Background: an optimization exercise with open tools, aiming at small area. Do not read the settings as production practice.
Only simulation tests tie the RTL to the original design; equivalence was not proved.
In run 7 the design's own scripts or RTL, not TritonCTS, make the clock network.
No driver is modelled on the clock port, so clock power and skew are understated where the tree is cut down; a real chip needs a root buffer or a tree.
Power and IR drop assume default switching activity.

==> design/flow/standard.sh <==
#!/bin/bash
# synth_recipe.tcl (not shown) runs the flow's synth.tcl, then flattens the netlist and writes it again
# the make line also repeats each setting of config.mk as NAME=value (left out here)
make -C /OpenROAD-flow-scripts/flow DESIGN_CONFIG=/design/flow/config.mk WORK_HOME=/design/flow/orfs CLKGATE_MAP_FILE= SYNTH_SCRIPT=/design/flow/synth_recipe.tcl "${@:-finish}"
==> design/flow/flow/run.sh <==
#!/bin/bash
# Standard layout, with these changes: after the standard synthesis every
# combinational cell gets the smallest drive strength of its kind (the
# placer's repair upsizes any that need it), the port buffers are buf_1, and
# clock tree synthesis adds no dummy loads.
set -euo pipefail
R=orfs/results/$FLOW_PLATFORM/puzzle/base
LIB=$FLOW_HOME/platforms/$FLOW_PLATFORM/lib/sky130_fd_sc_hd__tt_025C_1v80.lib
bash standard.sh "$PWD/$R/1_2_yosys.v" > synth.log 2>&1
python3 flow/downsize.py "$LIB" "$R/1_2_yosys.v" > downsize.log 2>&1
export BUFFER_PORTS_ARGS="-buffer_cell sky130_fd_sc_hd__buf_1"
export CTS_ARGS="-sink_clustering_enable -repair_clock_nets -dont_use_dummy_load -buf_list sky130_fd_sc_hd__clkbuf_4"
bash standard.sh > layout.log 2>&1
==> design/flow/flow/downsize.py <==
#!/usr/bin/env python3
"""Give every combinational cell in a Yosys netlist the smallest drive strength
of its kind (same function and pins, least area). Flip-flops and latches are
left as they are. Usage: downsize.py LIBERTY NETLIST (rewritten in place)."""
import re
import sys

lib, netlist = sys.argv[1], sys.argv[2]
text = open(lib).read()
area = {}
for m in re.finditer(r'cell\s*\(\s*"?(sky130_fd_sc_hd__\w+?)"?\s*\)\s*\{(.{0,4000}?)\barea\s*:\s*([\d.]+)', text, re.S):
    area[m.group(1)] = float(m.group(3))

def kind(cell):
    m = re.fullmatch(r'(sky130_fd_sc_hd__[a-z0-9]+(?:_[a-z]+)*)_(\d+)', cell)
    return (m.group(1), int(m.group(2))) if m else (None, None)

best = {}
for cell, a in area.items():
    k, n = kind(cell)
    if k is None or 'lpflow' in k or 'probe' in k:
        continue
    # prefer the smallest area, then drive 1 over drive 0
    key = (a, 0 if n == 1 else 1, n)
    if k not in best or key < best[k][0]:
        best[k] = (key, cell)

seq = re.compile(r'sky130_fd_sc_hd__(s?e?df|dl|sdl|edf|sedf|conb|tap|fill|decap|diode)')
net = open(netlist).read()
count = {}
def swap(m):
    cell = m.group(1)
    if seq.match(cell):
        return m.group(0)
    k, n = kind(cell)
    if k is None or k not in best:
        return m.group(0)
    new = best[k][1]
    if new != cell:
        count[(cell, new)] = count.get((cell, new), 0) + 1
    return new + m.group(2)
out = []
for line in net.split('\n'):
    m = re.match(r'^(\s*)(sky130_fd_sc_hd__\w+)(\s.*)$', line)
    if m:
        cell = m.group(2)
        k, n = kind(cell)
        if not seq.match(cell) and k in best and best[k][1] != cell:
            new = best[k][1]
            count[(cell, new)] = count.get((cell, new), 0) + 1
            line = m.group(1) + new + m.group(3)
    out.append(line)
open(netlist, 'w').write('\n'.join(out))
for (a, b), c in sorted(count.items()):
    print(f"{c:5d} {a} -> {b}")
==> design/flow/config.mk <==
export PLATFORM = sky130hd
export DESIGN_NAME = puzzle
export DESIGN_NICKNAME = puzzle
export VERILOG_FILES = /design/flow/design.v
export SDC_FILE = /design/flow/constraint.sdc
export NUM_CORES = 4
export LEC_CHECK = 0
export CAP_MARGIN = 0
export CORE_MARGIN = 2
export CORE_UTILIZATION = 70
export GPL_TIMING_DRIVEN = 0
export PLACE_DENSITY = 0.8
export SLEW_MARGIN = 0
export SYNTH_HIERARCHICAL = 1
export SYNTH_MINIMUM_KEEP_SIZE = 0
==> design/flow/design.v <==
module puzzle_inv   (input a, output y);                  assign y = ~a;                         endmodule
module puzzle_nor2  (input a, b, output y);               assign y = ~(a | b);                   endmodule
module puzzle_nor4  (input a, b, c, d, output y);         assign y = ~(a | b | c | d);           endmodule
module puzzle_or4   (input a, b, c, d, output y);         assign y = a | b | c | d;              endmodule
module puzzle_nand2 (input a, b, output y);               assign y = ~(a & b);                   endmodule
module puzzle_nand3 (input a, b, c, output y);            assign y = ~(a & b & c);               endmodule
module puzzle_nand4 (input a, b, c, d, output y);         assign y = ~(a & b & c & d);           endmodule
module puzzle_and2  (input a, b, output y);               assign y = a & b;                      endmodule
module puzzle_o21a  (input a, b, c, output y);            assign y = (a | b) & c;                endmodule
module puzzle_a22oi (input a, b, c, d, output y);         assign y = ~(a & b | c & d);           endmodule
module puzzle_a222oi(input a, b, c, d, e, f, output y);   assign y = ~(a & b | c & d | e & f);   endmodule
module puzzle_a22o  (input a, b, c, d, output y);         assign y = a & b | c & d;              endmodule
module puzzle_a221o (input a, b, c, d, e, output y);      assign y = a & b | c & d | e;          endmodule
module puzzle_mval (input [15:0] src, input [15:0] bits, input rst,
                    output mval);
  wire [5:0] t;
  wire       na, nb;
  puzzle_a222oi u_t0 (src[0],  bits[0],  src[1],  bits[1],  src[2],  bits[2],  t[0]);
  puzzle_a222oi u_t1 (src[3],  bits[3],  src[4],  bits[4],  src[5],  bits[5],  t[1]);
  puzzle_a222oi u_t2 (src[6],  bits[6],  src[7],  bits[7],  src[8],  bits[8],  t[2]);
  puzzle_a222oi u_t3 (src[9],  bits[9],  src[10], bits[10], src[11], bits[11], t[3]);
  puzzle_a222oi u_t4 (src[12], bits[12], src[13], bits[13], src[14], bits[14], t[4]);
  puzzle_nand2  u_t5 (src[15], bits[15], t[5]);
  puzzle_nand3  u_na (t[0], t[1], t[2], na);
  puzzle_nand3  u_nb (t[3], t[4], t[5], nb);
  puzzle_o21a   u_m  (na, nb, rst, mval);
endmodule
module puzzle (clk, rst, direction, cells_flat, solved);
input           clk, rst;
input [1:0]     direction;
output [63:0]   cells_flat;  
output          solved;
reg  [63:0]     cells;
wire [63:0]     cells_d;
localparam [63:0] INIT = {4'd15, 4'd11, 4'd13, 4'd9,
                          4'd12, 4'd10, 4'd14, 4'd5,
                          4'd4,  4'd8,  4'd7,  4'd6,
                          4'd3,  4'd2,  4'd1,  4'd0};
wire [15:0] empty;            
wire [3:0]  erow, ecol;       
wire [3:0]  nsrow, nscol;     
wire [15:0] src;              
wire [15:0] keep;             
wire [3:0]  mval;             
wire        nrst;
wire mv_h, mv_v, nd0, mv_l, mv_r, mv_u, mv_d;
assign mv_v = direction[1];   
puzzle_inv  u_h  (direction[1], mv_h);  
puzzle_inv  u_d0 (direction[0], nd0);
puzzle_nor2 u_l  (direction[1], direction[0], mv_l);
puzzle_nor2 u_r  (direction[1], nd0, mv_r);
puzzle_nor2 u_u  (mv_h, direction[0], mv_u);
puzzle_nor2 u_dn (mv_h, nd0, mv_d);
puzzle_inv  u_nr (rst, nrst);
genvar i, b;
generate
  for (i = 0; i < 16; i = i + 1) begin : g_empty
    puzzle_nor4 u_z (cells[i*4], cells[i*4+1], cells[i*4+2], cells[i*4+3], empty[i]);
  end
  for (i = 0; i < 4; i = i + 1) begin : g_rc
    puzzle_or4 u_er (empty[i*4], empty[i*4+1], empty[i*4+2], empty[i*4+3], erow[i]);
    puzzle_or4 u_ec (empty[i], empty[4+i], empty[8+i], empty[12+i], ecol[i]);
  end
endgenerate
puzzle_a22oi  u_sr0 (mv_h, erow[0], mv_u, erow[1], nsrow[0]);
puzzle_a222oi u_sr1 (mv_h, erow[1], mv_u, erow[2], mv_d, erow[0], nsrow[1]);
puzzle_a222oi u_sr2 (mv_h, erow[2], mv_u, erow[3], mv_d, erow[1], nsrow[2]);
puzzle_a22oi  u_sr3 (mv_h, erow[3], mv_d, erow[2], nsrow[3]);
puzzle_a22oi  u_sc0 (mv_v, ecol[0], mv_l, ecol[1], nscol[0]);
puzzle_a222oi u_sc1 (mv_v, ecol[1], mv_l, ecol[2], mv_r, ecol[0], nscol[1]);
puzzle_a222oi u_sc2 (mv_v, ecol[2], mv_l, ecol[3], mv_r, ecol[1], nscol[2]);
puzzle_a22oi  u_sc3 (mv_v, ecol[3], mv_r, ecol[2], nscol[3]);
generate
  for (b = 0; b < 4; b = b + 1) begin : g_mval
    wire [15:0] bits;
    for (i = 0; i < 16; i = i + 1) begin : g_bits
      assign bits[i] = cells[i*4+b];
    end
    puzzle_mval u_mval (.src(src), .bits(bits), .rst(rst), .mval(mval[b]));
  end
  for (i = 0; i < 16; i = i + 1) begin : g_cell
    puzzle_nor2 u_src  (nsrow[i/4], nscol[i%4], src[i]);
    puzzle_nor2 u_keep (src[i], nrst, keep[i]);
    for (b = 0; b < 4; b = b + 1) begin : g_bit
      if (INIT[i*4+b]) begin : g_one
        puzzle_a221o u_d (empty[i], mval[b], keep[i], cells[i*4+b], nrst, cells_d[i*4+b]);
      end else begin : g_zero
        puzzle_a22o  u_d (empty[i], mval[b], keep[i], cells[i*4+b], cells_d[i*4+b]);
      end
    end
  end
endgenerate
always @(posedge clk)
  cells <= cells_d;
assign cells_flat = cells;
wire [7:0] ns;
wire [1:0] s;
puzzle_nand4 u_s0 (cells[0*4+0],  cells[1*4+1],  cells[2*4+1],  cells[2*4+0],  ns[0]);
puzzle_nand4 u_s1 (cells[3*4+2],  cells[4*4+2],  cells[4*4+0],  cells[5*4+2],  ns[1]);
puzzle_nand4 u_s2 (cells[5*4+1],  cells[6*4+2],  cells[6*4+1],  cells[6*4+0],  ns[2]);
puzzle_nand4 u_s3 (cells[7*4+3],  cells[8*4+3],  cells[8*4+0],  cells[9*4+3],  ns[3]);
puzzle_nand4 u_s4 (cells[9*4+1],  cells[10*4+3], cells[10*4+1], cells[10*4+0], ns[4]);
puzzle_nand4 u_s5 (cells[11*4+3], cells[11*4+2], cells[12*4+3], cells[12*4+2], ns[5]);
puzzle_nand4 u_s6 (cells[12*4+0], cells[13*4+3], cells[13*4+2], cells[13*4+1], ns[6]);
puzzle_nand4 u_s7 (cells[14*4+3], cells[14*4+2], cells[14*4+1], cells[14*4+0], ns[7]);
puzzle_nor4  u_s8 (ns[0], ns[1], ns[2], ns[3], s[0]);
puzzle_nor4  u_s9 (ns[4], ns[5], ns[6], ns[7], s[1]);
puzzle_and2  u_sd (s[0], s[1], solved);
endmodule
==> design/flow/constraint.sdc <==
create_clock -name core_clock -period 5.0 [get_ports {clk}]
set_input_delay 1.0000 -clock core_clock [delete_from_list [all_inputs] [get_ports {clk}]]
set_output_delay 1.0000 -clock core_clock [all_outputs]
set_load 0.01 [all_outputs]
==> metrics.json, run 1 <==
{
  "outcome": {
    "status": "timing/DRC/antenna clean"
  },
  "cts": {
    "clock_sink_count": 64,
    "clk_root_buffer_cell": "clkbuf_4",
    "max-clock-path-buffers": 2,
    "source_to_sink_clock_delay_at_the_later_pin_of_the_worst_skew_pair_ps": 360,
    "clock_tree.htree_level_count": 3,
    "cts_setup_buffers": 0,
    "tritoncts_clock_tree": "yes",
    "clk_pin_slew_ps": 90,
    "cts_hold_buffers": 0,
    "cts_made_buffers": 9,
    "postCtsResizedCells": 0
  },
  "pwr": {
    "power_density_nw_per_um2": 611.3,
    "power.leakage_nw": 1.086,
    "totalPowerFinal_mw": 1.848,
    "vdd.ir_drop.worst_v": 0.0003427
  },
  "routing": {
    "drt.antenna.violating_nets": 0,
    "postRouteWirelength_mm": 7.819,
    "detail_route.iter0.violations": 806,
    "post_route_drc_violation_count": 0,
    "wl_cell_um": 21.02,
    "drt_first_pass_iters": 10,
    "vias": 2915,
    "drt-vias-per-instance": 7.836
  },
  "timing": {
    "post-route-worst-setup-slack_ps": 1050,
    "tns_ps": 0,
    "finalSetupViolations": 0,
    "tightest_slew_ps": 1075,
    "period_minus_slack_ps": 3950,
    "final_hold_viol_count": 0,
    "rsz0062_at_grt": "false",
    "max_slew_margin": 0.2770,
    "layout_worst_path_cycle_share": 0.7900,
    "clock-skew-final_ps": 10.19,
    "holdWs_ps": 536.9,
    "final_max_slew_viol_count": 0,
    "clock.fmax_ghz": 0.2532
  },
  "worst_setup_path": {
    "crit_type": "reg2reg",
    "reg2reg_from": "cells[21]",
    "worst_setup_path_start_kind": "flop",
    "crit_required_ps": 5250,
    "cp_common_cell": "a222oi_1",
    "worst_ep_arrival_time_ps": 4200,
    "critical_path.n_buffers_inverters": 0,
    "worstSetupEndpointType": "flop",
    "timing.critical_path.cells": "nor4_1, or4_1, a222oi_1, nor2_1, a222oi_1, nand3_1, o21a_1, a221o_1",
    "reg2reg_to": "cells[37]",
    "max_stage_delay_ps": 750,
    "rr_worst_depth": 8,
    "cp_max_fo": 16,
    "critical_path.slowest_cell": "a222oi_1",
    "path_delay_family": "compound AO/OA/AOI/OAI gates",
    "ff2ff_setup_slack_ps": 1050
  },
  "floorplan": {
    "die_y_um": 65.09,
    "die_x_um": 65.09,
    "initial_utilization": 0.7190,
    "die_footprint_um2": 4237,
    "design.portCount": 69,
    "fp.coreArea_um2": 3633,
    "num_rows": 22
  },
  "worst_hold_path": {
    "timing.hold.worst.class": "reg2reg",
    "timing.hold.worst_path_depth": 1,
    "hp-start": "cells[3]",
    "hold-path-endpoint": "cells[3]"
  },
  "layout": {
    "fill_cell_count": 235,
    "biggestRegsByFlops": "cells: 64 flops",
    "regMostFlops": "cells",
    "area_of_the_multi_input_gates_um2": 1320,
    "number_of_diodes": 0,
    "finish.cell_count_without_fillers": 372,
    "area_growth_syn_to_layout_pct": 15.71,
    "layout.core_utilization": 0.8320,
    "fraction_of_final_layout_cells_with_drive_strength_greater_than_1": 0.03086,
    "final_nets": 330,
    "regArea_um2": 1281,
    "number_of_flip_flops_under_the_largest_register_name": 64,
    "finalInstanceArea_um2": 3023
  },
  "synthesis": {
    "synth_area_um2": 2613,
    "synth.avg_cell_area_um2": 10.62,
    "synth_fp_nets": 250,
    "gate_count_post_synth": 246,
    "synthesis.yosys.warnings": 7
  },
  "global_routing": {
    "gr-total-overflow": 0,
    "grtUsageTotal": 0.3669,
    "antenna_found_initial": 0,
    "pin_count_of_the_biggest_net_entering_global_routing": 49,
    "first_global_vias": 2458,
    "grt_first_pass_wirelength_mm": 12.03
  },
  "place": {
    "final_wtd_congestion": 0.9217,
    "buffer_ports.inserted": 68,
    "placedInstanceArea_um2": 2928,
    "post-dp-hpwl_mm": 5.330,
    "placed_cells": 362,
    "placement.setup.worst_slack_ps": 1147
  },
  "run": {
    "cap_violations": 0
  }
}
## placed cells by master (no fill, tap or decap)
cell      count
a22oi_1       4
nand3_1       8
a221o_1      32
inv_1         2
or4_1         8
a22o_1       32
clkbuf_4      9
a222oi_1     24
clkinv_1      1
buf_16        1
buf_1        68
nand2_1       4
nor4_1       18
dfxtp_1      64
o21a_1        4
nand4_1       8
nor2_1       36
and2_1        1
## where the power goes
group          switching [mW]  internal [mW]
Combinational           0.542          0.289
Clock                   0.146         0.0838
Sequential              0.154          0.634
## worst max path at each step
stage | from | slack [ps] | to | cells after the start
floorplan | direction[1] | 1980 | cells[12] | 8
global placement | direction[1] | 1250 | cells[21] | 8
detailed placement | direction[1] | 1150 | cells[62] | 8
CTS | cells[21] | 1270 | cells[37] | 8
global route | cells[21] | 940 | cells[37] | 8
finish | cells[21] | 1050 | cells[37] | 8
## layer usage
metal | vias up | global-route usage | part of all wire
li1 | 1248 | - | -
met2 | 289 | 0.5670 | 0.46
met5 | - | 0 | 0
met4 | 0 | 0.1432 | 0.027
met1 | 1336 | 0.5083 | 0.37
met3 | 42 | 0.07363 | 0.14
## layout make-up
type,count,area share
multi-input cells,179,0.4367
flip-flops and latches,64,0.4238
repair buffers,69,0.09354
clock buffers,9,0.02235
well taps,48,0.01987
inverters,3,0.003725
## worst reg2reg max path: cells and delay by family, from the launching register on
| kind | cells | cell delay (ps) |
|---|---|---|
| and+or+nand+nor | 4 | 1190 |
| DFF | 1 | 460 |
| AOI/OAI and AO/OA | 4 | 2180 |
==> run 2: changes to the inputs <==
--- a/design/flow/flow/run.sh
+++ b/design/flow/flow/run.sh
@@ -10,4 +10,4 @@
 python3 flow/downsize.py "$LIB" "$R/1_2_yosys.v" > downsize.log 2>&1
 export BUFFER_PORTS_ARGS="-buffer_cell sky130_fd_sc_hd__buf_1"
-export CTS_ARGS="-sink_clustering_enable -repair_clock_nets -dont_use_dummy_load -buf_list sky130_fd_sc_hd__clkbuf_4"
+export CTS_ARGS="-sink_clustering_enable -repair_clock_nets -dont_use_dummy_load -buf_list sky130_fd_sc_hd__clkbuf_8"
 bash standard.sh > layout.log 2>&1
--- a/design/flow/config.mk
+++ b/design/flow/config.mk
@@ -8,7 +8,6 @@
 export CAP_MARGIN = 0
 export CORE_MARGIN = 2
-export CORE_UTILIZATION = 70
-export GPL_TIMING_DRIVEN = 0
-export PLACE_DENSITY = 0.8
+export CORE_UTILIZATION = 40
+export PLACE_DENSITY = 0.6
 export SLEW_MARGIN = 0
 export SYNTH_HIERARCHICAL = 1
==> metrics.json, run 2 <==
{
  "outcome": {
    "status": "timing/DRC/antenna clean"
  },
  "layout": {
    "number_of_flip_flops_under_the_largest_register_name": 64,
    "area_growth_syn_to_layout_pct": 20.21,
    "finalInstanceArea_um2": 3141,
    "number_of_diodes": 0,
    "fraction_of_final_layout_cells_with_drive_strength_greater_than_1": 0.04848,
    "layout.core_utilization": 0.4946,
    "layout_commonest_cell": "buf_1",
    "biggestRegsByFlops": "cells: 64 flops",
    "regMostFlops": "cells",
    "final_nets": 336,
    "fill_cell_count": 606,
    "layout.cells.most_common_list": "buf_1, dfxtp_1, nor2_1, a22o_1, a221o_1",
    "finish.cell_count_without_fillers": 407
  },
  "worst_hold_path": {
    "timing.hold.worst_path_depth": 1,
    "timing.hold.worst.class": "reg2reg"
  },
  "worst_setup_path": {
    "cp_common_cell": "a222oi_1",
    "worst_setup_path_start_kind": "flop",
    "crit_type": "reg2reg",
    "reg2reg_from": "cells[21]",
    "timing.critical_path.cells": "nor4_1, or4_1, a222oi_1, nor2_1, a222oi_1, nand3_1, o21a_1, a221o_1",
    "critPathLaunch": "cells[21]",
    "critical_path.slowest_cell": "a222oi_1",
    "ff2ff_setup_slack_ps": 1110,
    "crit_path_end": "cells[39]",
    "reg2reg_to": "cells[39]",
    "worstSetupEndpointType": "flop",
    "max_stage_delay_ps": 670,
    "worst_ep_arrival_time_ps": 4100,
    "rr_worst_depth": 8,
    "crit_required_ps": 5210,
    "cp_max_fo": 16
  },
  "routing": {
    "post_route_drc_violation_count": 0,
    "drt_first_pass_iters": 7,
    "wirelength_met1_mm": 4.093,
    "postRouteWirelength_mm": 8.668,
    "drt-vias-per-instance": 6.993,
    "vias": 2846,
    "wl_cell_um": 21.30,
    "dr.max_layer_used": "met4",
    "wl_met3_um": 664,
    "drt.antenna.violating_nets": 0,
    "detail_route.iter0.violations": 337,
    "dr_wl_met2_mm": 3.688
  },
  "cts": {
    "clk_pin_slew_ps": 60,
    "cts_made_buffers": 9,
    "cts_hold_buffers": 0,
    "clock_tree.htree_level_count": 3,
    "clock_sink_count": 64,
    "max-clock-path-buffers": 2,
    "tritoncts_clock_tree": "yes",
    "postCtsResizedCells": 0,
    "cts_setup_buffers": 0,
    "clk_root_buffer_cell": "clkbuf_8",
    "source_to_sink_clock_delay_at_the_later_pin_of_the_worst_skew_pair_ps": 330
  },
  "global_routing": {
    "first_global_vias": 2520,
    "grt_first_pass_wirelength_mm": 13.42,
    "gr-total-overflow": 0,
    "pin_count_of_the_biggest_net_entering_global_routing": 49,
    "grtUsageTotal": 0.2352,
    "antenna_found_initial": 0
  },
  "run": {
    "cap_violations": 0
  },
  "floorplan": {
    "num_rows": 29,
    "die_footprint_um2": 7194,
    "die_x_um": 84.82,
    "initial_utilization": 0.4114,
    "die_y_um": 84.82,
    "fp.coreArea_um2": 6350,
    "design.portCount": 69
  },
  "pwr": {
    "vdd.ir_drop.worst_v": 0.0002858,
    "power.leakage_nw": 1.137,
    "power_density_nw_per_um2": 625.5
  },
  "place": {
    "placedInstanceArea_um2": 3017,
    "placed_cells": 398,
    "buffer_ports.inserted": 68,
    "post-dp-hpwl_mm": 6.024,
    "placement.setup.worst_slack_ps": 1129,
    "final_wtd_congestion": 0.9323
  },
  "synthesis": {
    "synth_fp_nets": 250,
    "synth_area_um2": 2613,
    "synthesis.yosys.warnings": 7,
    "gate_count_post_synth": 246,
    "synth.avg_cell_area_um2": 10.62
  },
  "timing": {
    "clock.fmax_ghz": 0.2569,
    "rsz0062_at_grt": "false",
    "final_max_slew_viol_count": 0,
    "tightest_slew_ps": 1067,
    "final_hold_viol_count": 0,
    "max_slew_margin": 0.2824,
    "finalSetupViolations": 0,
    "tns_ps": 0,
    "post-route-worst-setup-slack_ps": 1107,
    "layout_worst_path_cycle_share": 0.7785,
    "clock-skew-final_ps": 14.45,
    "period_minus_slack_ps": 3893
  }
}
-- run 2: cell count changes in the layout (fill, tap and decap cells not counted) --
| cell | delta |
|---|---|
| buf_16 | -1 |
| buf_4 | +7 |
| clkbuf_4 | -9 |
| clkbuf_8 | +9 |
| clkinv_1 | -1 |
| inv_1 | +1 |
-- run 2: where the power goes --
group          leakage (nW)  switching (mW)  internal (mW)
Clock                0.0647           0.164          0.160
Sequential            0.530           0.155          0.635
Combinational         0.542           0.549          0.301
Total                  1.14           0.868           1.10
-- run 2: layout make-up --
class                   count  area [um^2]  area share
clock buffers               9        123.9     0.03944
inverters                   3        11.26    0.003586
multi-input cells         179         1320      0.4203
flip-flops and latches     64         1281      0.4080
well taps                  77        96.34     0.03068
repair buffers             75        307.8     0.09801
-- run 2: per-layer routing --
metal / vias up / GRT usage
met1: 1393 / 0.3584
met4: 0 / 0.09957
met3: 21 / 0.04280
met5: - / 0
li1: 1264 / -
met2: 168 / 0.3236
-- run 2: worst min-delay path by stage --
stage / from / to / slack [ps]
finish: cells[6] / cells[6] / 520
detailed placement: cells[6] / cells[6] / 520
global route: cells[6] / cells[6] / 550
floorplan: cells[1] / cells[1] / 550
global placement: cells[10] / cells[10] / 520
CTS: cells[6] / cells[6] / 530
-- run 2: critical path: cells and delay by family (launching register included) --
kind	cells	cell delay [ps]
compound gates	4	2140
flops	1	440
simple gates	4	1200
-- run 2: metrics by stage --
| stage | hold slack, ps | power (mW) |
|---|---|---|
| finish | 524.6 | 1.965 |
| global route | 553.8 | 2.075 |
| CTS | 530.8 | 1.948 |
| detailed placement | 515.9 | 1.624 |
| global placement | 517.0 | 1.622 |
| floorplan | 551.1 | 1.301 |
==> run 3: changes to the inputs <==
--- a/design/flow/flow/run.sh
+++ b/design/flow/flow/run.sh
@@ -10,4 +10,4 @@
 python3 flow/downsize.py "$LIB" "$R/1_2_yosys.v" > downsize.log 2>&1
 export BUFFER_PORTS_ARGS="-buffer_cell sky130_fd_sc_hd__buf_1"
-export CTS_ARGS="-sink_clustering_enable -repair_clock_nets -dont_use_dummy_load -buf_list sky130_fd_sc_hd__clkbuf_8"
+export CTS_ARGS="-sink_clustering_enable -repair_clock_nets -dont_use_dummy_load -buf_list sky130_fd_sc_hd__clkbuf_8 -sink_clustering_size 32 -sink_clustering_max_diameter 200"
 bash standard.sh > layout.log 2>&1
--- a/design/flow/config.mk
+++ b/design/flow/config.mk
@@ -9,4 +9,5 @@
 export CORE_MARGIN = 2
 export CORE_UTILIZATION = 40
+export GPL_TIMING_DRIVEN = 0
 export PLACE_DENSITY = 0.6
 export SLEW_MARGIN = 0
==> metrics.json, run 3 <==
{
  "outcome": {
    "status": "timing/DRC/antenna clean"
  },
  "worst_setup_path": {
    "ff2ff_setup_slack_ps": 1140,
    "worstSetupEndpointType": "flop",
    "critical_path.slowest_cell": "a222oi_1",
    "crit_type": "reg2reg",
    "worst_setup_path_start_kind": "flop",
    "critical_path.n_buffers_inverters": 0,
    "reg2reg_to": "cells[12]",
    "timing.critical_path.cells": "nor4_1, or4_1, a222oi_1, nor2_1, a222oi_1, nand3_1, o21a_1, a221o_1",
    "max_stage_delay_ps": 690,
    "crit_required_ps": 5210,
    "reg2reg_from": "cells[21]",
    "cp_common_cell": "a222oi_1",
    "rr_worst_depth": 8,
    "path_delay_family": "compound AO/OA/AOI/OAI gates",
    "worst_ep_arrival_time_ps": 4070,
    "cp_max_fo": 16
  },
  "layout": {
    "final_nets": 330,
    "fraction_of_final_layout_cells_with_drive_strength_greater_than_1": 0.03086,
    "number_of_flip_flops_under_the_largest_register_name": 64,
    "number_of_diodes": 0,
    "layout.cells.most_common_list": "buf_1, dfxtp_1, nor2_1, a22o_1, a221o_1",
    "area_growth_syn_to_layout_pct": 19.25,
    "finish.cell_count_without_fillers": 401,
    "fill_cell_count": 626,
    "regMostFlops": "cells",
    "biggestRegsByFlops": "cells: 64 flops",
    "layout_commonest_cell": "buf_1"
  },
  "worst_hold_path": {
    "hp-start": "cells[7]",
    "timing.hold.worst_path_depth": 1,
    "timing.hold.worst.class": "reg2reg",
    "hold-path-endpoint": "cells[7]"
  },
  "cts": {
    "tritoncts_clock_tree": "yes",
    "max-clock-path-buffers": 2,
    "source_to_sink_clock_delay_at_the_later_pin_of_the_worst_skew_pair_ps": 340,
    "cts_made_buffers": 9,
    "clock_sink_count": 64,
    "cts_hold_buffers": 0,
    "clk_pin_slew_ps": 60,
    "clk_root_buffer_cell": "clkbuf_8",
    "postCtsResizedCells": 0,
    "cts_setup_buffers": 0,
    "clock_tree.htree_level_count": 3
  },
  "timing": {
    "holdWs_ps": 533.6,
    "post-route-worst-setup-slack_ps": 1135,
    "final_hold_viol_count": 0,
    "finalSetupViolations": 0,
    "clock.fmax_ghz": 0.2587,
    "max_slew_margin": 0.3097,
    "period_minus_slack_ps": 3865,
    "layout_worst_path_cycle_share": 0.7730,
    "tns_ps": 0,
    "final_max_slew_viol_count": 0,
    "tightest_slew_ps": 1026,
    "rsz0062_at_grt": "false",
    "clock-skew-final_ps": 16.66
  },
  "place": {
    "post-dp-hpwl_mm": 5.821,
    "placement.setup.worst_slack_ps": 1157,
    "final_wtd_congestion": 0.9197,
    "buffer_ports.inserted": 68,
    "placed_cells": 392
  },
  "run": {
    "cap_violations": 0
  },
  "pwr": {
    "power_density_nw_per_um2": 623.0,
    "vdd.ir_drop.worst_v": 0.0003001,
    "totalPowerFinal_mw": 1.941,
    "power.leakage_nw": 1.114
  },
  "floorplan": {
    "die_x_um": 84.82,
    "die_footprint_um2": 7194,
    "design.portCount": 69,
    "fp.coreArea_um2": 6350,
    "initial_utilization": 0.4114,
    "num_rows": 29,
    "die_y_um": 84.82
  },
  "routing": {
    "drt.antenna.violating_nets": 0,
    "detail_route.iter0.violations": 325,
    "postRouteWirelength_mm": 8.329,
    "wl_cell_um": 20.77,
    "post_route_drc_violation_count": 0,
    "drt_first_pass_iters": 6,
    "vias": 2765,
    "drt-vias-per-instance": 6.895
  },
  "global_routing": {
    "gr-total-overflow": 0,
    "grt_first_pass_wirelength_mm": 12.89,
    "first_global_vias": 2506,
    "pin_count_of_the_biggest_net_entering_global_routing": 28,
    "antenna_found_initial": 0,
    "grtUsageTotal": 0.2289
  },
  "synthesis": {
    "synth.avg_cell_area_um2": 10.62,
    "gate_count_post_synth": 246,
    "synthesis.yosys.warnings": 7,
    "synth_area_um2": 2613,
    "synth_fp_nets": 250
  }
}
## run 3: final cells by class
| type | count | area [um^2] | share of cell area |
|---|---|---|---|
| Multi-Input combinational cell | 179 | 1320 | 0.4237 |
| Sequential cell | 64 | 1281 | 0.4112 |
| Timing Repair Buffer | 69 | 282.8 | 0.09076 |
| Clock buffer | 9 | 123.9 | 0.03976 |
| Tap cell | 77 | 96.34 | 0.03092 |
| Inverter | 3 | 11.26 | 0.003614 |
## run 3: report_power, final
group | internal, mW | switching (mW) | leakage [nW]
logic | 0.288 | 0.538 | 0.519
registers | 0.635 | 0.151 | 0.530
clock network | 0.160 | 0.168 | 0.0647
## run 3: worst reg2reg max path: cells and delay by family (launching register included)
kind	cells	cell delay, ps
AND/OR/NAND/NOR	4	1200
flip-flops	1	450
AO/OA/AOI/OAI	4	2090
## run 3: through the flow
stage	area [um^2]	util
floorplan	2613	-
global placement	2964	0.4668
detailed placement	2992	0.4711
CTS	3115	0.4906
global route	3115	0.4906
finish	3115	0.4906
## run 3: how the worst max path moves through the flow
| stage | start | slack [ps] | endpoint | cells after the start |
|---|---|---|---|---|
| 3_5_place_dp | direction[1] | 1160 | cells[12] | 8 |
| 4_1_cts | cells[25] | 1260 | cells[12] | 8 |
| 3_3_place_gp | direction[1] | 1120 | cells[57] | 8 |
| 6_report | cells[21] | 1140 | cells[12] | 8 |
| 2_1_floorplan | direction[1] | 1980 | cells[12] | 8 |
| 5_1_grt | cells[21] | 1010 | cells[43] | 8 |
## run 3: routing by layer
metal  routed length, um  vias to the layer above  track usage
met5                   0                        -            0
met2                3576                      155       0.3207
met4                 143                        0       0.1126
met1                3934                     1342       0.3325
met3                 674                       16      0.04961
li1                    -                     1252            -
==> run 4: changes to the inputs <==
--- a/design/flow/flow/run.sh
+++ b/design/flow/flow/run.sh
@@ -10,4 +10,4 @@
 python3 flow/downsize.py "$LIB" "$R/1_2_yosys.v" > downsize.log 2>&1
 export BUFFER_PORTS_ARGS="-buffer_cell sky130_fd_sc_hd__buf_1"
-export CTS_ARGS="-sink_clustering_enable -repair_clock_nets -dont_use_dummy_load -buf_list sky130_fd_sc_hd__clkbuf_8 -sink_clustering_size 32 -sink_clustering_max_diameter 200"
+export CTS_ARGS="-sink_clustering_enable -repair_clock_nets -dont_use_dummy_load -buf_list sky130_fd_sc_hd__clkbuf_16 -sink_clustering_size 64 -sink_clustering_max_diameter 500"
 bash standard.sh > layout.log 2>&1
==> metrics.json, run 4 <==
{
  "routing": {
    "postRouteWirelength_mm": 8.446,
    "wl_cell_um": 21.06,
    "drt.antenna.violating_nets": 0,
    "detail_route.iter0.violations": 368,
    "post_route_drc_violation_count": 0,
    "vias": 2762,
    "drt_first_pass_iters": 5,
    "drt-vias-per-instance": 6.888
  },
  "layout": {
    "layout_commonest_cell": "buf_1",
    "fill_cell_count": 618,
    "number_of_diodes": 0,
    "layout.cells.most_common_list": "buf_1, dfxtp_1, nor2_1, a22o_1, a221o_1",
    "regMostFlops": "cells",
    "finalInstanceArea_um2": 3217,
    "biggestRegsByFlops": "cells: 64 flops",
    "area_of_the_multi_input_gates_um2": 1320,
    "fraction_of_final_layout_cells_with_drive_strength_greater_than_1": 0.03086,
    "final_nets": 330,
    "regArea_um2": 1281,
    "area_growth_syn_to_layout_pct": 23.13,
    "finish.cell_count_without_fillers": 401,
    "number_of_flip_flops_under_the_largest_register_name": 64,
    "layout.core_utilization": 0.5066
  },
  "cts": {
    "max-clock-path-buffers": 2,
    "clk_pin_slew_ps": 40,
    "clock_tree.htree_level_count": 3,
    "clk_root_buffer_cell": "clkbuf_16",
    "cts_setup_buffers": 0,
    "clock_sink_count": 64,
    "cts_made_buffers": 9,
    "source_to_sink_clock_delay_at_the_later_pin_of_the_worst_skew_pair_ps": 320,
    "cts_hold_buffers": 0,
    "postCtsResizedCells": 0,
    "tritoncts_clock_tree": "yes"
  },
  "pwr": {
    "net-switching-power_mw": 0.8834,
    "totalPowerFinal_mw": 2.122,
    "swShare": 0.4164,
    "p_int_mw": 1.238,
    "clock_power_share": 0.236,
    "power_density_nw_per_um2": 659.6,
    "sequentialPowerShare": 0.371,
    "power_frac_comb": 0.393,
    "power.leakage_nw": 1.160,
    "vdd.ir_drop.worst_v": 0.0003144
  },
  "timing": {
    "layout_worst_path_cycle_share": 0.7703,
    "clock-skew-final_ps": 12.42,
    "period_minus_slack_ps": 3851,
    "final_max_slew_viol_count": 0,
    "post-route-worst-setup-slack_ps": 1149,
    "finalSetupViolations": 0,
    "tightest_slew_ps": 1127,
    "clock.fmax_ghz": 0.2596,
    "rsz0062_at_grt": "false",
    "holdWs_ps": 534.6,
    "final_hold_viol_count": 0,
    "max_slew_margin": 0.2416,
    "tns_ps": 0
  },
  "worst_setup_path": {
    "crit_type": "reg2reg",
    "ff2ff_setup_slack_ps": 1150,
    "crit_path_end": "cells[20]",
    "reg2reg_from": "cells[21]",
    "cp_max_fo": 16,
    "worst_ep_arrival_time_ps": 4050,
    "rr_worst_depth": 8,
    "worst_setup_path_start_kind": "flop",
    "reg2reg_to": "cells[20]",
    "crit_required_ps": 5200,
    "critPathLaunch": "cells[21]",
    "worstSetupEndpointType": "flop"
  },
  "floorplan": {
    "initial_utilization": 0.4114,
    "die_y_um": 84.82,
    "fp.coreArea_um2": 6350,
    "num_rows": 29,
    "die_footprint_um2": 7194,
    "design.portCount": 69,
    "die_x_um": 84.82
  },
  "global_routing": {
    "first_global_vias": 2525,
    "antenna_found_initial": 0,
    "grt_first_pass_wirelength_mm": 13.01,
    "pin_count_of_the_biggest_net_entering_global_routing": 28,
    "grtUsageTotal": 0.2317,
    "gr-total-overflow": 0
  },
  "place": {
    "final_wtd_congestion": 0.9197,
    "placedInstanceArea_um2": 2992,
    "buffer_ports.inserted": 68,
    "post-dp-hpwl_mm": 5.821,
    "placed_cells": 392,
    "placement.setup.worst_slack_ps": 1157
  },
  "worst_hold_path": {
    "timing.hold.worst.class": "reg2reg"
  },
  "synthesis": {
    "gate_count_post_synth": 246,
    "synth.avg_cell_area_um2": 10.62,
    "synth_area_um2": 2613,
    "synth_fp_nets": 250,
    "synthesis.yosys.warnings": 7
  },
  "outcome": {
    "status": "timing/DRC/antenna clean"
  },
  "run": {
    "cap_violations": 0
  }
}
[run 4: power by group through the flow]
| stage | combinational (mW) | sequential [mW] | clock (mW) |
|---|---|---|---|
| finish | 0.833 | 0.788 | 0.501 |
| global route | 0.895 | 0.806 | 0.529 |
| CTS | 0.818 | 0.785 | 0.506 |
| detailed placement | 0.815 | 0.793 | 0 |
| global placement | 0.809 | 0.794 | 0 |
| floorplan | 0.487 | 0.814 | 0 |
[run 4: routing by layer]
layer | vias up | routed length [um] | share of wire | global-route usage
li1 | 1252 | - | - | -
met1 | 1337 | 3913 | 0.46 | 0.3327
met2 | 161 | 3602 | 0.43 | 0.3250
met3 | 12 | 806 | 0.095 | 0.05545
met4 | 0 | 123 | 0.015 | 0.1140
met5 | - | 0 | 0 | 0
[run 4: worst max-delay path: stages, from the launching register on]
cell and delay, ps:
dfxtp_1 450, nor4_1 180, or4_1 610, a222oi_1 660, nor2_1 230, a222oi_1 510, nand3_1 180, o21a_1 490
a221o_1 420
[run 4: how the worst min path moves through the flow]
stage,start,endpoint,slack (ps),depth (start not counted)
6_report,cells[15],cells[15],530,1
3_3_place_gp,cells[15],cells[15],520,1
3_5_place_dp,cells[15],cells[15],520,1
4_1_cts,cells[15],cells[15],530,1
2_1_floorplan,cells[1],cells[1],550,1
5_1_grt,cells[6],cells[6],560,1
[run 4: layout make-up]
cell class,count,share of cell area
clock buffers,9,0.07001
multi-input cells,179,0.4103
flip-flops and latches,64,0.3983
well taps,77,0.02995
inverters,3,0.003501
repair buffers,69,0.08790
==> run 5: changes to the inputs <==
==> design/flow/flow/run.sh (replaced) <==
#!/bin/bash
# Standard layout, with two changes: after the standard synthesis every
# combinational cell gets the smallest drive strength of its kind (the
# placer's repair upsizes any that need it), and the port buffers are buf_1.
set -euo pipefail
R=orfs/results/$FLOW_PLATFORM/puzzle/base
LIB=$FLOW_HOME/platforms/$FLOW_PLATFORM/lib/sky130_fd_sc_hd__tt_025C_1v80.lib
bash standard.sh "$PWD/$R/1_2_yosys.v" > synth.log 2>&1
python3 flow/downsize.py "$LIB" "$R/1_2_yosys.v" > downsize.log 2>&1
export BUFFER_PORTS_ARGS="-buffer_cell sky130_fd_sc_hd__buf_1"
bash standard.sh > layout.log 2>&1
--- a/design/flow/config.mk
+++ b/design/flow/config.mk
@@ -6,10 +6,9 @@
 export NUM_CORES = 4
 export LEC_CHECK = 0
-export CAP_MARGIN = 0
+export CAP_MARGIN = 20
 export CORE_MARGIN = 2
 export CORE_UTILIZATION = 40
-export GPL_TIMING_DRIVEN = 0
 export PLACE_DENSITY = 0.6
-export SLEW_MARGIN = 0
+export SLEW_MARGIN = 20
 export SYNTH_HIERARCHICAL = 1
 export SYNTH_MINIMUM_KEEP_SIZE = 0
==> metrics.json, run 5 <==
{
  "timing": {
    "clock-skew-final_ps": 4.642,
    "finalSetupViolations": 0,
    "period_minus_slack_ps": 3935,
    "tns_ps": 0,
    "final_max_slew_viol_count": 0,
    "layout_worst_path_cycle_share": 0.7871,
    "max_slew_margin": 0.2679,
    "rsz0062_at_grt": "false",
    "tightest_slew_ps": 1088,
    "holdWs_ps": 528.4,
    "clock.fmax_ghz": 0.2541,
    "final_hold_viol_count": 0
  },
  "pwr": {
    "power_density_nw_per_um2": 643.6,
    "vdd.ir_drop.worst_v": 0.0002771,
    "power.leakage_nw": 1.171
  },
  "global_routing": {
    "pin_count_of_the_biggest_net_entering_global_routing": 49,
    "grt_first_pass_wirelength_mm": 13.51,
    "first_global_vias": 2547,
    "grtUsageTotal": 0.2386,
    "gr-total-overflow": 0,
    "antenna_found_initial": 0
  },
  "worst_setup_path": {
    "timing.critical_path.cells": "nor4_1, clkbuf_2, or4_1, a222oi_1, nor2_1, a222oi_1, nand3_1, o21a_1, a221o_1",
    "crit_required_ps": 5220,
    "cp_max_fo": 16,
    "ff2ff_setup_slack_ps": 1060,
    "reg2reg_to": "cells[39]",
    "path_delay_family": "compound AO/OA/AOI/OAI gates",
    "worst_ep_arrival_time_ps": 4160,
    "reg2reg_from": "cells[5]",
    "cp_common_cell": "a222oi_1",
    "rr_worst_depth": 9,
    "crit_type": "reg2reg",
    "critical_path.slowest_cell": "a222oi_1",
    "worstSetupEndpointType": "flop",
    "critical_path.n_buffers_inverters": 1,
    "worst_setup_path_start_kind": "flop",
    "max_stage_delay_ps": 680
  },
  "cts": {
    "cts_hold_buffers": 0,
    "cts_made_buffers": 9,
    "source_to_sink_clock_delay_at_the_later_pin_of_the_worst_skew_pair_ps": 340,
    "clk_root_buffer_cell": "clkbuf_8",
    "clk_pin_slew_ps": 70,
    "postCtsResizedCells": 0,
    "clock_tree.htree_level_count": 3,
    "clock_sink_count": 64,
    "tritoncts_clock_tree": "yes",
    "max-clock-path-buffers": 2,
    "cts_setup_buffers": 0
  },
  "layout": {
    "number_of_flip_flops_under_the_largest_register_name": 64,
    "layout_commonest_cell": "buf_1",
    "biggestRegsByFlops": "cells: 64 flops",
    "regMostFlops": "cells",
    "finish.cell_count_without_fillers": 415,
    "number_of_diodes": 0,
    "fraction_of_final_layout_cells_with_drive_strength_greater_than_1": 0.06213,
    "layout.cells.most_common_list": "buf_1, dfxtp_1, nor2_1, a22o_1, a221o_1",
    "final_nets": 337,
    "area_growth_syn_to_layout_pct": 22.56
  },
  "place": {
    "post-dp-hpwl_mm": 6.024,
    "placed_cells": 398,
    "final_wtd_congestion": 0.9323,
    "buffer_ports.inserted": 68
  },
  "routing": {
    "detail_route.iter0.violations": 421,
    "drt_first_pass_iters": 5,
    "vias": 2851,
    "drt.antenna.violating_nets": 0,
    "wl_cell_um": 20.98,
    "drt-vias-per-instance": 6.870,
    "postRouteWirelength_mm": 8.708,
    "post_route_drc_violation_count": 0
  },
  "outcome": {
    "status": "timing/DRC/antenna clean"
  },
  "worst_hold_path": {
    "timing.hold.worst_path_depth": 1,
    "hp-start": "cells[6]",
    "hold-path-endpoint": "cells[6]",
    "timing.hold.worst.class": "reg2reg"
  },
  "floorplan": {
    "die_footprint_um2": 7194,
    "num_rows": 29,
    "initial_utilization": 0.4114,
    "die_x_um": 84.82,
    "fp.coreArea_um2": 6350,
    "design.portCount": 69,
    "die_y_um": 84.82
  },
  "synthesis": {
    "gate_count_post_synth": 246,
    "synth_area_um2": 2613,
    "synthesis.yosys.warnings": 7,
    "synth_fp_nets": 250,
    "synth.avg_cell_area_um2": 10.62
  },
  "run": {
    "cap_violations": 0
  }
}
run 5: routing by layer:
layer | global-route usage | vias up | part of all wire
li1 | - | 1274 | -
met2 | 0.3250 | 187 | 0.42
met3 | 0.04280 | 25 | 0.089
met4 | 0.1169 | 0 | 0.029
met5 | 0 | - | 0
met1 | 0.3602 | 1365 | 0.47
run 5: layout make-up:
cell class                      instances  area (um^2)
Clock buffer                           12        135.1
Clock inverter                          4        45.04
Multi-Input combinational cell        179         1320
Inverter                                3        11.26
Tap cell                               77        96.34
Sequential cell                        64         1281
Timing Repair Buffer                   76        312.8
Fill cell                             607         3148
run 5: power by group:
group / internal, mW / switching, mW
combinational: 0.304 / 0.547
sequential: 0.635 / 0.156
clock: 0.228 / 0.191
run 5: worst max-delay path by stage:
stage | to | slack, ps | cells after the start | from
finish | cells[39] | 1060 | 9 | cells[5]
global route | cells[39] | 990 | 9 | cells[5]
CTS | cells[39] | 1270 | 8 | cells[21]
detailed placement | cells[43] | 1130 | 8 | direction[1]
global placement | cells[47] | 1150 | 8 | direction[1]
floorplan | cells[12] | 1980 | 8 | direction[1]
run 5: per-stage QoR:
step                      power [mW]  instance area, um^2  setup slack [ps]  utilization
after floorplan                1.301                 2613              1983            -
after global placement         1.622                 3017              1147       0.4751
after detailed placement       1.624                 3017              1129       0.4751
after CTS                      2.040                 3197              1266       0.5034
after global routing           2.172                 3202             988.3       0.5042
final                          2.061                 3202              1065       0.5042
==> run 6: changes to the inputs <==
--- a/design/flow/design.v
+++ b/design/flow/design.v
@@ -43,5 +43,5 @@
 wire [15:0] keep;             
 wire [3:0]  mval;             
-wire        nrst;
+wire [3:0]  nrst;             
 wire mv_h, mv_v, nd0, mv_l, mv_r, mv_u, mv_d;
 assign mv_v = direction[1];   
@@ -52,5 +52,4 @@
 puzzle_nor2 u_u  (mv_h, direction[0], mv_u);
 puzzle_nor2 u_dn (mv_h, nd0, mv_d);
-puzzle_inv  u_nr (rst, nrst);
 genvar i, b;
 generate
@@ -59,4 +58,5 @@
   end
   for (i = 0; i < 4; i = i + 1) begin : g_rc
+    puzzle_inv u_nr (rst, nrst[i]);
     puzzle_or4 u_er (empty[i*4], empty[i*4+1], empty[i*4+2], empty[i*4+3], erow[i]);
     puzzle_or4 u_ec (empty[i], empty[4+i], empty[8+i], empty[12+i], ecol[i]);
@@ -81,8 +81,8 @@
   for (i = 0; i < 16; i = i + 1) begin : g_cell
     puzzle_nor2 u_src  (nsrow[i/4], nscol[i%4], src[i]);
-    puzzle_nor2 u_keep (src[i], nrst, keep[i]);
+    puzzle_nor2 u_keep (src[i], nrst[i/4], keep[i]);
     for (b = 0; b < 4; b = b + 1) begin : g_bit
       if (INIT[i*4+b]) begin : g_one
-        puzzle_a221o u_d (empty[i], mval[b], keep[i], cells[i*4+b], nrst, cells_d[i*4+b]);
+        puzzle_a221o u_d (empty[i], mval[b], keep[i], cells[i*4+b], nrst[i/4], cells_d[i*4+b]);
       end else begin : g_zero
         puzzle_a22o  u_d (empty[i], mval[b], keep[i], cells[i*4+b], cells_d[i*4+b]);
==> design/flow/flow/run.sh (replaced) <==
#!/bin/bash
# Standard layout, with these changes: after the standard synthesis every
# combinational cell gets the smallest drive strength of its kind (the
# placer's repair upsizes any that need it), the port buffers are buf_1, and
# clock tree synthesis adds no dummy loads.
set -euo pipefail
R=orfs/results/$FLOW_PLATFORM/puzzle/base
LIB=$FLOW_HOME/platforms/$FLOW_PLATFORM/lib/sky130_fd_sc_hd__tt_025C_1v80.lib
bash standard.sh "$PWD/$R/1_2_yosys.v" > synth.log 2>&1
python3 flow/downsize.py "$LIB" "$R/1_2_yosys.v" > downsize.log 2>&1
export BUFFER_PORTS_ARGS="-buffer_cell sky130_fd_sc_hd__buf_1"
export CTS_ARGS="-sink_clustering_enable -repair_clock_nets -dont_use_dummy_load -buf_list sky130_fd_sc_hd__clkbuf_4"
bash standard.sh > layout.log 2>&1
==> design/flow/config.mk (replaced) <==
export PLATFORM = sky130hd
export DESIGN_NAME = puzzle
export DESIGN_NICKNAME = puzzle
export VERILOG_FILES = /design/flow/design.v
export SDC_FILE = /design/flow/constraint.sdc
export NUM_CORES = 4
export LEC_CHECK = 0
export CAP_MARGIN = 0
export CORE_MARGIN = 2
export CORE_UTILIZATION = 70
export GPL_TIMING_DRIVEN = 0
export PLACE_DENSITY = 0.8
export SLEW_MARGIN = 0
export SYNTH_HIERARCHICAL = 1
export SYNTH_MINIMUM_KEEP_SIZE = 0
==> metrics.json, run 6 <==
{
  "timing": {
    "layout_worst_path_cycle_share": 0.7542,
    "final_max_slew_viol_count": 0,
    "period_minus_slack_ps": 3771,
    "holdWs_ps": 545.9,
    "finalSetupViolations": 0,
    "max_slew_margin": 0.2533,
    "tightest_slew_ps": 1110,
    "clock.fmax_ghz": 0.2652,
    "clock-skew-final_ps": 31.60,
    "final_hold_viol_count": 0,
    "tns_ps": 0,
    "rsz0062_at_grt": "false"
  },
  "pwr": {
    "p_int_mw": 1.004,
    "vdd.ir_drop.worst_v": 0.0003479,
    "power_density_nw_per_um2": 613.7,
    "sequentialPowerShare": 0.428,
    "swShare": 0.4560,
    "power_frac_comb": 0.441,
    "net-switching-power_mw": 0.8414,
    "clock_power_share": 0.131,
    "power.leakage_nw": 1.094
  },
  "global_routing": {
    "grtUsageTotal": 0.3851,
    "first_global_vias": 2504,
    "gr-total-overflow": 0,
    "antenna_found_initial": 0,
    "grt_first_pass_wirelength_mm": 12.44,
    "pin_count_of_the_biggest_net_entering_global_routing": 17
  },
  "layout": {
    "number_of_diodes": 0,
    "fraction_of_final_layout_cells_with_drive_strength_greater_than_1": 0.02761,
    "area_growth_syn_to_layout_pct": 14.59,
    "number_of_flip_flops_under_the_largest_register_name": 64,
    "layout_commonest_cell": "buf_1",
    "biggestRegsByFlops": "cells: 64 flops",
    "final_nets": 332,
    "finish.cell_count_without_fillers": 374,
    "layout.cells.most_common_list": "buf_1, dfxtp_1, nor2_1, a22o_1, a221o_1",
    "fill_cell_count": 224,
    "regMostFlops": "cells"
  },
  "cts": {
    "clock_tree.htree_level_count": 3,
    "source_to_sink_clock_delay_at_the_later_pin_of_the_worst_skew_pair_ps": 420,
    "clk_pin_slew_ps": 100,
    "cts_hold_buffers": 0,
    "tritoncts_clock_tree": "yes",
    "clock_sink_count": 64,
    "postCtsResizedCells": 0,
    "max-clock-path-buffers": 2,
    "cts_setup_buffers": 0,
    "clk_root_buffer_cell": "clkbuf_4",
    "cts_made_buffers": 9
  },
  "routing": {
    "vias": 2897,
    "detail_route.iter0.violations": 661,
    "postRouteWirelength_mm": 7.828,
    "drt.antenna.violating_nets": 0,
    "wl_cell_um": 20.93,
    "post_route_drc_violation_count": 0,
    "drt-vias-per-instance": 7.746,
    "drt_first_pass_iters": 9
  },
  "floorplan": {
    "die_x_um": 65.22,
    "die_footprint_um2": 4254,
    "design.portCount": 69,
    "die_y_um": 65.22,
    "fp.coreArea_um2": 3633,
    "initial_utilization": 0.7221,
    "num_rows": 22
  },
  "synthesis": {
    "synth_fp_nets": 253,
    "synth_area_um2": 2624,
    "synth.avg_cell_area_um2": 10.54,
    "gate_count_post_synth": 249,
    "synthesis.yosys.warnings": 7
  },
  "worst_hold_path": {
    "timing.hold.worst.class": "reg2reg",
    "hp-start": "cells[45]"
  },
  "worst_setup_path": {
    "cp_max_fo": 16,
    "worst_setup_path_start_kind": "flop",
    "worstSetupEndpointType": "flop",
    "crit_type": "reg2reg",
    "reg2reg_from": "cells[8]",
    "crit_required_ps": 5280,
    "worst_ep_arrival_time_ps": 4050,
    "critPathLaunch": "cells[8]"
  },
  "place": {
    "buffer_ports.inserted": 68,
    "placed_cells": 365,
    "final_wtd_congestion": 0.9663,
    "post-dp-hpwl_mm": 5.377
  },
  "run": {
    "cap_violations": 0
  },
  "outcome": {
    "status": "timing/DRC/antenna clean"
  }
}
## run 6: final cells by class
cell class	instances	area, um^2	area share
inverters	6	22.52	0.007491
repair buffers	68	255.2	0.08489
clock buffers	9	67.56	0.02247
flip-flops and latches	64	1281	0.4261
well taps	48	60.06	0.01998
multi-input cells	179	1320	0.4390
## run 6: stage by stage
stage | util | setup slack [ps] | cell area [um^2] | total power, mW
after floorplan | - | 1984 | 2624 | 1.301
after global placement | 0.8089 | 1253 | 2939 | 1.558
after detailed placement | 0.8089 | 1258 | 2939 | 1.583
after CTS | 0.8275 | 1349 | 3007 | 1.812
after global routing | 0.8275 | 1048 | 3007 | 1.949
final | 0.8275 | 1229 | 3007 | 1.845
## run 6: path summary, 6_finish.rpt
kind	end	slack, ps	cells past startpoint
min	cells[45]	550	1
max reg2reg	cells[60]	1230	8
min reg2reg	cells[45]	550	1
max	cells[60]	1230	8
## run 6: critical path, cell delays in order, from the launching register on
cell	delay (ps)
dfxtp_1	440
nor4_1	180
or4_1	580
a222oi_1	670
nor2_1	240
a222oi_1	460
nand3_1	160
o21a_1	490
a221o_1	420
## run 6: power by group through the flow
stage          logic (mW)  clock network [mW]  registers [mW]
6_report            0.813               0.242           0.790
5_1_grt             0.886               0.262           0.801
4_1_cts             0.792               0.238           0.782
3_5_place_dp        0.791                   0           0.792
3_3_place_gp        0.774                   0           0.784
2_1_floorplan       0.487                   0           0.814
## run 6: routing by layer
layer  wire length, um  vias to the layer above  GRT usage
met2              3594                      239     0.5893
li1                  -                     1266          -
met3               895                       37     0.1130
met1              3077                     1355     0.5116
met5                 0                        -          0
met4               260                        0     0.1563
==> run 7: changes to the inputs <==
--- a/design/flow/flow/run.sh
+++ b/design/flow/flow/run.sh
@@ -3,5 +3,6 @@
 # combinational cell gets the smallest drive strength of its kind (the
 # placer's repair upsizes any that need it), the port buffers are buf_1, and
-# clock tree synthesis adds no dummy loads.
+# the clock tree is four clkbuf_8 fed by the clock port, one per quadrant
+# of flip-flops (flow/cts_tree.tcl, run after clock_tree_synthesis).
 set -euo pipefail
 R=orfs/results/$FLOW_PLATFORM/puzzle/base
@@ -11,3 +12,4 @@
 export BUFFER_PORTS_ARGS="-buffer_cell sky130_fd_sc_hd__buf_1"
 export CTS_ARGS="-sink_clustering_enable -repair_clock_nets -dont_use_dummy_load -buf_list sky130_fd_sc_hd__clkbuf_4"
+export POST_CTS_TCL="$PWD/flow/cts_tree.tcl"
 bash standard.sh > layout.log 2>&1
==> design/flow/flow/cts_tree.tcl (new file) <==
# Build the clock tree by hand: the clock port drives N buffers of type
# CTS_MY_BUF, each driving the flip-flops nearest to it (split by position).
proc my_clock_tree {nbuf bufname} {
  set block [ord::get_db_block]
  set clk [$block findNet clk]
  # undo any buffers already on the clock: move their sinks back to clk
  foreach inst [$block getInsts] {
    set m [[$inst getMaster] getName]
    if {[string match "*clkbuf*" $m] || [string match "clkload*" [$inst getName]]} {
      set onet [[$inst findITerm X] getNet]
      if {$onet ne "NULL" && [[$inst findITerm A] getNet] ne "NULL"} {
        foreach it [$onet getITerms] {
          if {[$it getInst] ne $inst} { $it disconnect; $it connect $clk }
        }
        odb::dbInst_destroy $inst
        odb::dbNet_destroy $onet
      }
    }
  }
  set sinks {}
  foreach it [$clk getITerms] {
    set inst [$it getInst]
    set b [$inst getBBox]
    lappend sinks [list $it [expr {([$b xMin]+[$b xMax])/2}] [expr {([$b yMin]+[$b yMax])/2}]]
  }
  # split into nbuf groups: by x for 2, by quadrant for 4
  set groups {}
  if {$nbuf == 1} { set groups [list $sinks] } else {
    set s [lsort -integer -index 1 $sinks]
    set half [expr {[llength $s]/2}]
    set g [list [lrange $s 0 [expr {$half-1}]] [lrange $s $half end]]
    if {$nbuf == 2} { set groups $g } else {
      foreach gg $g {
        set t [lsort -integer -index 2 $gg]; set h [expr {[llength $t]/2}]
        lappend groups [lrange $t 0 [expr {$h-1}]] [lrange $t $h end]
      }
    }
  }
  set master [[ord::get_db] findMaster $bufname]
  set i 0
  foreach g $groups {
    set sx 0; set sy 0
    foreach s $g { incr sx [lindex $s 1]; incr sy [lindex $s 2] }
    set n [llength $g]
    set inst [odb::dbInst_create $block $master "clkbuf_my_$i"]
    set net [odb::dbNet_create $block "clknet_my_$i"]
    $net setSigType CLOCK
    foreach s $g { set it [lindex $s 0]; $it disconnect; $it connect $net }
    [$inst findITerm A] connect $clk
    [$inst findITerm X] connect $net
    $inst setLocation [expr {$sx/$n}] [expr {$sy/$n}]
    $inst setPlacementStatus PLACED
    incr i
  }
}

# Replace the tree clock_tree_synthesis built with four clkbuf_8, each
# driving the flip-flops of one quadrant, then legalize again.
my_clock_tree 4 sky130_fd_sc_hd__clkbuf_8
detailed_placement
check_placement -verbose
estimate_parasitics -placement
report_clock_skew
==> metrics.json, run 7 <==
{
  "layout": {
    "number_of_diodes": 0,
    "area_growth_syn_to_layout_pct": 14.12,
    "fill_cell_count": 229,
    "fraction_of_final_layout_cells_with_drive_strength_greater_than_1": 0.01246,
    "layout.cells.most_common_list": "buf_1, dfxtp_1, nor2_1, a22o_1, a221o_1",
    "number_of_flip_flops_under_the_largest_register_name": 64,
    "regMostFlops": "cells",
    "final_nets": 327,
    "regArea_um2": 1281,
    "biggestRegsByFlops": "cells: 64 flops",
    "layout_commonest_cell": "buf_1",
    "area_of_the_multi_input_gates_um2": 1320
  },
  "timing": {
    "tns_ps": 0,
    "finalSetupViolations": 0,
    "period_minus_slack_ps": 3873,
    "final_hold_viol_count": 0,
    "layout_worst_path_cycle_share": 0.7746,
    "tightest_slew_ps": 1162,
    "clock.fmax_ghz": 0.2582,
    "holdWs_ps": 534.9,
    "rsz0062_at_grt": "false",
    "clock-skew-final_ps": 6.752,
    "final_max_slew_viol_count": 0,
    "max_slew_margin": 0.2183
  },
  "worst_setup_path": {
    "critPathLaunch": "cells[21]",
    "crit_required_ps": 5050,
    "reg2reg_from": "cells[21]",
    "cp_max_fo": 16,
    "worst_setup_path_start_kind": "flop",
    "crit_type": "reg2reg",
    "worst_ep_arrival_time_ps": 3920,
    "worstSetupEndpointType": "flop"
  },
  "cts": {
    "clk_pin_slew_ps": 90,
    "source_to_sink_clock_delay_at_the_later_pin_of_the_worst_skew_pair_ps": 160,
    "clock_sink_count": 64
  },
  "synthesis": {
    "synth_area_um2": 2624,
    "synth_fp_nets": 253,
    "synth.avg_cell_area_um2": 10.54,
    "synthesis.yosys.warnings": 7,
    "gate_count_post_synth": 249
  },
  "routing": {
    "drt.antenna.violating_nets": 0,
    "postRouteWirelength_mm": 7.991,
    "drt-vias-per-instance": 7.805,
    "drt_first_pass_iters": 8,
    "vias": 2880,
    "detail_route.iter0.violations": 585,
    "wl_cell_um": 21.66,
    "post_route_drc_violation_count": 0
  },
  "floorplan": {
    "design.portCount": 69,
    "num_rows": 22,
    "initial_utilization": 0.7221,
    "die_x_um": 65.22,
    "die_y_um": 65.22,
    "fp.coreArea_um2": 3633,
    "die_footprint_um2": 4254
  },
  "global_routing": {
    "antenna_found_initial": 0,
    "gr-total-overflow": 0,
    "pin_count_of_the_biggest_net_entering_global_routing": 17,
    "grtUsageTotal": 0.3844,
    "grt_first_pass_wirelength_mm": 12.56,
    "first_global_vias": 2540
  },
  "run": {
    "cap_violations": 0
  },
  "outcome": {
    "status": "timing/DRC/antenna clean"
  },
  "pwr": {
    "vdd.ir_drop.worst_v": 0.0003305,
    "power.leakage_nw": 1.081,
    "power_density_nw_per_um2": 605.2,
    "totalPowerFinal_mw": 1.812
  },
  "place": {
    "buffer_ports.inserted": 68,
    "final_wtd_congestion": 0.9663,
    "post-dp-hpwl_mm": 5.377
  },
  "worst_hold_path": {
    "hp-start": "cells[45]",
    "timing.hold.worst.class": "reg2reg"
  }
}
==> run 7: per-layer routing <==
| layer | share of wire | GRT usage |
|---|---|---|
| met1 | 0.38 | 0.5006 |
| met2 | 0.48 | 0.6071 |
| met3 | 0.12 | 0.1216 |
| met4 | 0.025 | 0.1276 |
| met5 | 0 | 0 |
==> run 7: power by group <==
group          internal, mW  total [mW]  switching, mW
clock network        0.0741       0.198          0.124
logic                 0.287       0.823          0.536
registers             0.634       0.791          0.157
==> run 7: per-stage QoR <==
| stage | setup WS, ps | std cells | utilization | cell area, um^2 |
|---|---|---|---|---|
| final | 1127 | 369 | 0.8240 | 2994 |
| after global routing | 1054 | 369 | 0.8240 | 2994 |
| after detailed placement | 1258 | 365 | 0.8089 | 2939 |
| after global placement | 1253 | 365 | 0.8089 | 2939 |
| after floorplan | 1984 | 249 | - | 2624 |
==> run 7: critical path, cell delays in order, from the launching register on <==
cell and delay [ps]:
dfxtp_1 430, nor4_1 170, or4_1 600, a222oi_1 790, nor2_1 270, a222oi_1 470
nand3_1 170, o21a_1 460, a221o_1 410
==> run 7: final cells by class <==
type	instances	share of cell area
repair buffers	68	0.08525
inverters	6	0.007522
well taps	48	0.02006
flip-flops and latches	64	0.4279
plain buffers	4	0.01839
multi-input cells	179	0.4409
==> run 7: path summary, 6_finish.rpt <==
kind	end	slack [ps]	cells after the start
worst max-delay path	cells[27]	1130	8
worst min-delay path	cells[45]	530	1
worst max register to register	cells[27]	1130	8
worst min register to register	cells[45]	530	1

re-timing with driven ports:
The flow's constraints put no driver on any port. The routed layouts listed below were extracted and timed again, unchanged, in two steps. Step 1 (the two cells are an assumption about what drives the block):
set clk [get_ports {clk}]
set_driving_cell -lib_cell sky130_fd_sc_hd__clkbuf_16 $clk
set_driving_cell -lib_cell sky130_fd_sc_hd__buf_2 [delete_from_list [all_inputs] $clk]
Step 2 adds t to the input delays and takes it off the output delays; t is the mean of the earliest and latest rising clock arrival at the registers after step 1. Input paths then give back, and output paths get back, about the clock's delay inside the block. Slacks: ideal / step 1 / step 2; pairs: ideal / step 1.
run	t, ns	slack for setup (ns)	hold slack, ns	worst data-port slew with drivers (ns)	cell pins on the clock port's net
run 1	0.383	1.050 / 1.050 / 0.908	0.537 / 0.537 / 0.537	0.04	1
run 2	0.347	1.107 / 1.107 / 0.936	0.525 / 0.525 / 0.525	0.04	1
run 3	0.356	1.135 / 1.135 / 0.992	0.534 / 0.534 / 0.534	0.05	1
run 4	0.351	1.149 / 1.149 / 0.989	0.535 / 0.535 / 0.535	0.05	1
run 5	0.360	1.065 / 1.065 / 0.973	0.528 / 0.528 / 0.528	0.04	1
run 6	0.426	1.229 / 1.229 / 1.101	0.546 / 0.546 / 0.546	0.04	1
run 7	0.210	1.127 / 1.127 / 0.998	0.535 / 0.535 / 0.535	0.04	4
After both steps every run listed still meets setup and hold. The setup slack of run 2, which loses most, moves by 0.000 ns with the drivers and by -0.171 ns with both steps.
